Source: an optimization exercise on an open RTL-to-GDS flow (aim: small area and a short achievable clock period). Production flows keep margins and buffers that such runs may drop.
Only simulation tests tie the RTL to the original design; equivalence was not proved.

// PE_array
module PE_array (
    input clk,
    input rst,
    input i_en,
    input [15:0] ifmap,
    input [127:0] weight,
    input [255:0] bias,
    output [255:0] ofmap,
    output valid
);
For scale: about 1,800 flip-flops, roughly 660 I/O pins, roughly 96,000 sq um of cells after synthesis.
Settings: LEC_CHECK=0, CAP_MARGIN=20, CORE_MARGIN=2, CORE_UTILIZATION=40, CTS_CLUSTER_DIAMETER=100, CTS_CLUSTER_SIZE=30, SETUP_SLACK_MARGIN=5, SLEW_MARGIN=20; clock period 10.0 ns.
standard.sh (not shown) runs the stock make flow with config.mk's settings and CLKGATE_MAP_FILE= SYNTH_SCRIPT=/design/flow/synth_recipe.tcl, a recipe that flattens the netlist after the stock synthesis.
==> flow/flow/run.sh <==
#!/bin/bash
# Standard ORFS layout (the standard.sh, unchanged synthesis), except that the
# port buffers that placement inserts on every input and output are the platform's
# smallest buffer instead of the one the resizer picks by default; the resizer
# still resizes them where timing or slew needs it.
set -euo pipefail
export BUFFER_PORTS_ARGS="-buffer_cell sky130_fd_sc_hd__buf_1"
bash standard.sh > standard.log 2>&1
Edit:
==> flow/flow/run.sh (replaced) <==
#!/bin/bash
# Standard ORFS layout (the standard.sh, unchanged synthesis), with two changes:
# - the port buffers that placement inserts on every input and output are the
#   platform's smallest buffer instead of the one the resizer picks by default (the
#   resizer still resizes them where timing or slew needs it);
# - clock tree synthesis adds no dummy load cells for balancing.
set -euo pipefail
export BUFFER_PORTS_ARGS="-buffer_cell sky130_fd_sc_hd__buf_1"
export CTS_ARGS="-sink_clustering_enable -repair_clock_nets -sink_clustering_size 24 -sink_clustering_max_diameter 90 -dont_use_dummy_load"
bash standard.sh > standard.log 2>&1
Settings changed: CAP_MARGIN 20 to 60, CORE_UTILIZATION 40 to 50, CTS_CLUSTER_DIAMETER 100 to not set, CTS_CLUSTER_SIZE 30 to not set, SLEW_MARGIN 20 to 80.
After rerunning: The new run produced a clean layout; design area climbs by 3.9%; global-route usage climbs by 3.8 points; wire length drops by 4.6%.
Edit:
Settings changed: SLEW_MARGIN 80 to 60.
What happened: The new run produced a clean layout; design area decreases by 4.6%; area after synthesis is unchanged; routed wire length decreases by 1.3%.
Edit:
==> flow/run.sh (new file) <==
#!/bin/bash
# synth_recipe.tcl (not shown) runs the flow's synth.tcl, then flattens the netlist and writes it again
# the make line also repeats each setting of config.mk as NAME=value (left out here)
make -C /OpenROAD-flow-scripts/flow DESIGN_CONFIG=/design/flow/config.mk WORK_HOME=/design/flow/orfs CLKGATE_MAP_FILE= SYNTH_SCRIPT=/design/flow/synth_recipe.tcl finish
Settings changed: CAP_MARGIN 60 to 20, CORE_UTILIZATION 50 to 40, CTS_CLUSTER_DIAMETER set to 100, CTS_CLUSTER_SIZE set to 30, SLEW_MARGIN 60 to 20.
removed: flow/flow/run.sh
removed: flow/standard.sh
What happened:
- clock-buffer cell count went down by 12
- wire length grows by 5.0%
- global-route usage fell by 3.7 points
- register-to-register slack is worse by 0.09 ns
Edit:
==> flow/flow/run.sh (new file) <==
#!/bin/bash
# Standard ORFS layout (the standard.sh, unchanged synthesis), with two changes:
# - the port buffers that placement inserts on every input and output are the
#   platform's smallest buffer instead of the one the resizer picks by default (the
#   resizer still resizes them where timing or slew needs it);
# - clock tree synthesis adds no dummy load cells for balancing.
set -euo pipefail
export BUFFER_PORTS_ARGS="-buffer_cell sky130_fd_sc_hd__buf_1"
export CTS_ARGS="-sink_clustering_enable -repair_clock_nets -sink_clustering_size 24 -sink_clustering_max_diameter 90 -dont_use_dummy_load"
bash standard.sh > standard.log 2>&1
==> flow/standard.sh (new file) <==
#!/bin/bash
# synth_recipe.tcl (not shown) runs the flow's synth.tcl, then flattens the netlist and writes it again
# the make line also repeats each setting of config.mk as NAME=value (left out here)
make -C /OpenROAD-flow-scripts/flow DESIGN_CONFIG=/design/flow/config.mk WORK_HOME=/design/flow/orfs CLKGATE_MAP_FILE= SYNTH_SCRIPT=/design/flow/synth_recipe.tcl "${@:-finish}"
Settings changed: CTS_CLUSTER_DIAMETER 100 to not set, CTS_CLUSTER_SIZE 30 to not set.
removed: flow/run.sh
Result: The new run went through all stages and came out clean; global-route usage is higher by 0.13 points; synthesized cell count does not change; routed wire length grows slightly; critical path depth went down by 1; cell area is lower by a few percent; synthesized area does not change; sequential share of layout area is higher by 1.4 points; via count hardly moves; non-clock buffer count drops by 2; first-iteration DRC count decreases by roughly a tenth.

---

PE_array again, from the RTL that the note above started with.
Settings: LEC_CHECK=0, CAP_MARGIN=20, CORE_MARGIN=2, CORE_UTILIZATION=50, SETUP_SLACK_MARGIN=5, SLEW_MARGIN=20; clock period 10.0 ns.
==> flow/flow/run.sh <==
#!/bin/bash
# Standard ORFS layout (the standard.sh, unchanged synthesis), with two changes:
# - the port buffers that placement inserts on every input and output are the
#   platform's smallest buffer instead of the one the resizer picks by default (the
#   resizer still resizes them where timing or slew needs it);
# - clock tree synthesis adds no dummy load cells for balancing.
set -euo pipefail
export BUFFER_PORTS_ARGS="-buffer_cell sky130_fd_sc_hd__buf_1"
export CTS_ARGS="-sink_clustering_enable -repair_clock_nets -sink_clustering_size 24 -sink_clustering_max_diameter 90 -dont_use_dummy_load"
bash standard.sh > standard.log 2>&1
The baseline passed the timing, DRC and antenna checks.
Then changed:
Settings changed: CAP_MARGIN 20 to 80, SLEW_MARGIN 20 to 80.
Effect: Worst setup slack gets better by 0.034 ns. Non-clock buffer count came out higher by 226. Clock-buffer cell count came out lower by 4.

-- port drivers added, routing unchanged --
The flow's constraints put no driver on any port. The routed layouts listed below were extracted and timed again, unchanged, in two steps.
Step 1, drivers: a clkbuf_16 drives clk and a buf_2 each remaining input, both assumed.
Step 2 also shifts input and output timing later by t, the mid clock arrival at the registers, as if the neighbouring blocks saw the same clock.
Slacks: ideal / step 1 / step 2; pairs: ideal / step 1.
| run | t, ns | setup slack, ns | clock arrival spread, ns | slew at the worst register clock pin (ns) |
|---|---|---|---|---|
| the first run of note 1 | 0.873 | 5.161 / 5.149 / 4.276 | 0.053 / 0.053 | 0.12 / 0.12 |
| the second run of note 1 | 0.819 | 5.159 / 5.159 / 4.459 | 0.096 / 0.097 | 0.10 / 0.10 |
| the third run of note 1 | 0.822 | 5.234 / 5.234 / 4.441 | 0.102 / 0.101 | 0.10 / 0.10 |
| the fourth run of note 1 | 0.871 | 5.145 / 5.140 / 4.269 | 0.080 / 0.080 | 0.12 / 0.12 |
| the fifth run of note 1 | 0.857 | 5.135 / 5.103 / 4.245 | 0.065 / 0.065 | 0.10 / 0.10 |
| the first run of note 2 | 0.810 | 5.160 / 5.154 / 4.344 | 0.121 / 0.120 | 0.11 / 0.11 |
| the second run of note 2 | 0.818 | 5.194 / 5.194 / 4.479 | 0.090 / 0.090 | 0.10 / 0.10 |
After both steps setup and hold are still met in every run listed. The setup slack of the fifth run of note 1, which loses most, moves by -0.032 ns with the drivers and by -0.890 ns with both steps.
